Source: an optimization exercise on an open RTL-to-GDS flow (aim: small area). Production flows keep margins and buffers that such runs may drop. In this exercise RTL edits were held to simulation tests only and were not proved equivalent to the original.

Setup of oak:
// AudDSP
module AudDSP (
    input i_rst_n,
    input i_clk,
    input i_start,
    input i_pause,
    input [2:0] i_speed,
    input i_is_slow,
    input i_slow_mode,
    input i_daclrck,
    input signed [15:0] i_sram_data,
    input [19:0] i_sram_stop_addr,
    output signed [15:0] o_dac_data,
    output o_en,
    output o_is_pause,
    output [19:0] o_sram_addr
);
==> module AudDSP, before the edit <==
module AudDSP (
    input i_rst_n,
    input i_clk,
    input i_start,
    input i_pause,
    input [2:0] i_speed,
    input i_is_slow,
    input i_slow_mode,
    input i_daclrck,
    input signed [15:0] i_sram_data,
    input [19:0] i_sram_stop_addr,
    output signed [15:0] o_dac_data,
    output o_en,
    output o_is_pause,
    output [19:0] o_sram_addr
);
    localparam S_IDLE  = 2'd0;
    localparam S_PAUSE = 2'd1;
    localparam S_PLAY  = 2'd2;
    localparam S_EMPTY = 2'd3;
    reg [1:0]  state_r;
    reg        is_play_r;      
    reg [19:0] addr_r;
    reg [15:0] o_data_r;
    reg [15:0] sram_data_r;
    reg [2:0]  speed_r;
    reg        is_slow_r;
    reg        slow_mode_r;
    reg [3:0]  slow_counter_r;
    reg [1:0]  get_data_counter_r;
    reg [15:0] sram_data_next_r;
    assign o_en = !i_daclrck;
    assign o_dac_data = o_data_r;
    assign o_sram_addr = addr_r;
    assign o_is_pause = !is_play_r;
    wire is_pause_r = !is_play_r;
    wire idle  = state_r == S_IDLE;
    wire pause = state_r == S_PAUSE;
    wire play  = state_r == S_PLAY;
    wire empty = state_r == S_EMPTY;
    wire play0 = play && get_data_counter_r == 2'd0;
    wire play2 = play && get_data_counter_r == 2'd2;
    wire play3 = play && get_data_counter_r == 2'd3;
    wire sc_zero = slow_counter_r == 4'd0;
    wire fetch   = !is_slow_r || sc_zero;
    reg [1:0] state_w;
    always @(*) begin
        case (state_r)
            S_IDLE:  state_w = i_start ? S_PAUSE : S_IDLE;
            S_PAUSE: state_w = is_pause_r ? S_PAUSE : S_PLAY;
            default: state_w = is_pause_r ? S_PAUSE : (i_daclrck ? S_PLAY : S_EMPTY);
        endcase
    end
    wire [3:0] addr_inc = !play0 ? 4'd0 : (is_slow_r ? {3'd0, sc_zero} : {1'b0, speed_r} + 4'd1);
    wire [19:0] temp_addr;
    wire [20:0] temp_c;      
    wire [20:0] gt_c;        
    assign temp_c[0] = 1'b0;
    assign gt_c[0] = 1'b0;
    genvar j;
    generate
        for (j = 0; j < 20; j = j + 1) begin : g_addr
            wire inc_j = (j < 4) ? addr_inc[j < 4 ? j : 0] : 1'b0;
            assign temp_addr[j] = addr_r[j] ^ inc_j ^ temp_c[j];
            assign temp_c[j+1] = (addr_r[j] & inc_j) | (temp_c[j] & (addr_r[j] ^ inc_j));
            assign gt_c[j+1] = (temp_addr[j] & !i_sram_stop_addr[j]) | (gt_c[j] & !(i_sram_stop_addr[j] & !temp_addr[j]));
        end
    endgenerate
    wire temp_cout = temp_c[20];
    wire temp_gt = gt_c[20];
    wire [19:0] addr_w = (temp_cout || temp_gt) ? 20'd0 : temp_addr;
    wire [15:0] interp;
    AudDSP_interp u_interp (
        .cur(sram_data_r), .nxt(sram_data_next_r),
        .k((is_slow_r && slow_mode_r) ? slow_counter_r : 4'd0),
        .sp(speed_r), .out(interp)
    );
    always @(posedge i_clk or negedge i_rst_n) begin
        if (!i_rst_n) begin
            state_r     <= S_IDLE;
            is_play_r   <= 1'b0;
            addr_r      <= 20'd0;
            o_data_r    <= 16'd0;
            sram_data_r <= 16'd0;
        end else begin
            state_r <= state_w;
            if (pause)                      is_play_r <= is_play_r || i_pause;
            else                            is_play_r <= is_play_r && !i_pause;
            addr_r <= addr_w;
            if (play3)                      o_data_r <= interp;
            if (play2 && fetch)             sram_data_r <= sram_data_next_r;
        end
    end
    always @(posedge i_clk) begin
        speed_r     <= i_speed;
        is_slow_r   <= i_is_slow;
        slow_mode_r <= i_slow_mode;
        if (pause || (play2 && fetch)) sram_data_next_r <= i_sram_data;
        if (!play) get_data_counter_r <= 2'd0;
        else if (get_data_counter_r != 2'd3) get_data_counter_r <= get_data_counter_r + 2'd1;
        if (pause) slow_counter_r <= 4'd0;
        else if (play && is_slow_r && i_daclrck)
            slow_counter_r <= (slow_counter_r == {1'b0, speed_r}) ? 4'd0 : slow_counter_r + 4'd1;
    end
endmodule
clock: 100.0 ns
lec_check: 0
cap_margin: 10
core_margin: 2
core_utilization: 40
cts_buf_list: sky130_fd_sc_hd__clkbuf_8
slew_margin: 10
standard.sh (not shown) runs the stock make flow with config.mk's settings and CLKGATE_MAP_FILE= SYNTH_SCRIPT=/design/flow/synth_recipe.tcl, a recipe that flattens the netlist after the stock synthesis.
==> flow/flow/run.sh <==
#!/bin/bash
# Layout flow: the standard layout, on a netlist whose combinational logic
# is mapped by ABC for area. The flip-flops are those of the standard
# synthesis, with the same names and cell types; when a re-mapped netlist does
# not keep them, the standard synthesis netlist is used.
set -uo pipefail
W=$(pwd)
F=$W/flow
R=orfs/results/$FLOW_PLATFORM/AudDSP/base

# 1. the standard synthesis (reference for the flip-flops)
bash standard.sh synth > $W/log_synth_standard.txt 2>&1 || exit 1
cp $R/1_2_yosys.v $W/netlist_standard.v
cp orfs/reports/$FLOW_PLATFORM/AudDSP/base/synth_stat.txt $W/stat_standard.txt
best=$W/netlist_standard.v
best_area=$(sed -n 's/.*Chip area for module.*: *//p' $W/stat_standard.txt | head -1)
echo "standard: $best_area" > $W/log_choice.txt

# 2. the same synthesis script with an area-oriented ABC script in place of
#    the final ABC call and ripple-carry adders in place of Kogge-Stone ones;
#    variants "noabc*" also skip the quick ABC pass of synth's fine step
sed 's|log_cmd abc {\*}\$abc_args|log_cmd abc -script $::env(MY_ABC_SCRIPT) {*}[lrange $abc_args 2 end]|' \
  $FLOW_HOME/scripts/synth.tcl > $W/synth_area.tcl
sed "s|source \$::env(SCRIPTS_DIR)/synth.tcl|source $W/synth_area.tcl|" $W/synth_recipe.tcl > $W/synth_recipe_area.tcl
for v in fast noabc noabc2; do
  extra=("SYNTH_OPERATIONS_ARGS=-extra-map $F/ripple_lcu.v")
  [[ $v == noabc* ]] && extra+=(SYNTH_ARGS=-noabc)
  script=$F/area.script
  [[ $v == noabc2 ]] && script=$F/area2.script
  MY_ABC_SCRIPT=$script make -C $FLOW_HOME DESIGN_CONFIG=$W/config.mk WORK_HOME=$W/synth_$v \
    CLKGATE_MAP_FILE= SYNTH_SCRIPT=$W/synth_recipe_area.tcl "${extra[@]}" synth > $W/log_synth_$v.txt 2>&1 || continue
  cr=$W/synth_$v/results/$FLOW_PLATFORM/AudDSP/base
  area=$(sed -n 's/.*Chip area for module.*: *//p' $W/synth_$v/reports/$FLOW_PLATFORM/AudDSP/base/synth_stat.txt | head -1)
  if python3 $F/match.py $W/netlist_standard.v $cr/1_2_yosys.v $W/netlist_$v.v > $W/log_match_$v.txt 2>&1; then
    echo "$v: $area" >> $W/log_choice.txt
    if python3 -c "import sys; sys.exit(0 if float('$area') < float('$best_area') else 1)"; then
      best=$W/netlist_$v.v; best_area=$area
    fi
  else
    echo "$v: $area (flip-flops differ, not used)" >> $W/log_choice.txt
  fi
done
echo "chosen: $best ($best_area)" >> $W/log_choice.txt

# 3. the standard layout of the chosen netlist; ports buffered with buf_1
rm -rf orfs
bash standard.sh SYNTH_NETLIST_FILES=$best "BUFFER_PORTS_ARGS=-buffer_cell sky130_fd_sc_hd__buf_1" finish \
  > $W/log_layout.txt 2>&1
Other scripts of this flow, unchanged in this note and not shown: flow/flow/area.script, flow/flow/area2.script, flow/flow/match.py, flow/flow/ripple_lcu.v
Edits applied to the flow inputs when going from oak to pine:
--- a/flow/design.v
+++ b/flow/design.v
@@ -86,5 +86,5 @@
             state_r <= state_w;
             if (pause)                      is_play_r <= is_play_r || i_pause;
-            else                            is_play_r <= is_play_r && !i_pause;
+            else if (play || empty)         is_play_r <= is_play_r && !i_pause;
             addr_r <= addr_w;
             if (play3)                      o_data_r <= interp;
@@ -99,5 +99,5 @@
         if (!play) get_data_counter_r <= 2'd0;
         else if (get_data_counter_r != 2'd3) get_data_counter_r <= get_data_counter_r + 2'd1;
-        if (pause) slow_counter_r <= 4'd0;
+        if (pause || idle) slow_counter_r <= 4'd0;
         else if (play && is_slow_r && i_daclrck)
             slow_counter_r <= (slow_counter_r == {1'b0, speed_r}) ? 4'd0 : slow_counter_r + 4'd1;
[summary]
pine — worst endpoint data arrival time 0.59 ns lower, oak as reference. The run with more routed wire is pine, not oak.

-- port drivers added, routing unchanged --
No port has a modelled driver above. Below, the same layouts with a new extraction and two added sets of constraints. Step 1 sets driving cells, clkbuf_16 on the clock port and buf_2 on the other inputs (assumed; they add their load-dependent delay and slew). Step 2 moves the port delays by t, midway between the first and last clock arrival at a register: inputs arrive t later, outputs are due t later. That takes back most of the time a late clock gives input paths. Slacks: no drivers / after step 1 / after step 2; pairs: no drivers / after step 1.
run | t, ns | setup WS [ns] | worst setup path at the end | latest minus earliest clock arrival (ns) | pins driven straight from the clock port
oak | 0.402 | 57.288 / 57.288 / 57.288 | register to register | 0.014 / 0.014 | 1
pine | 0.407 | 57.877 / 57.877 / 57.877 | register to register | 0.020 / 0.021 | 1
After both steps setup and hold are still met in every run listed.
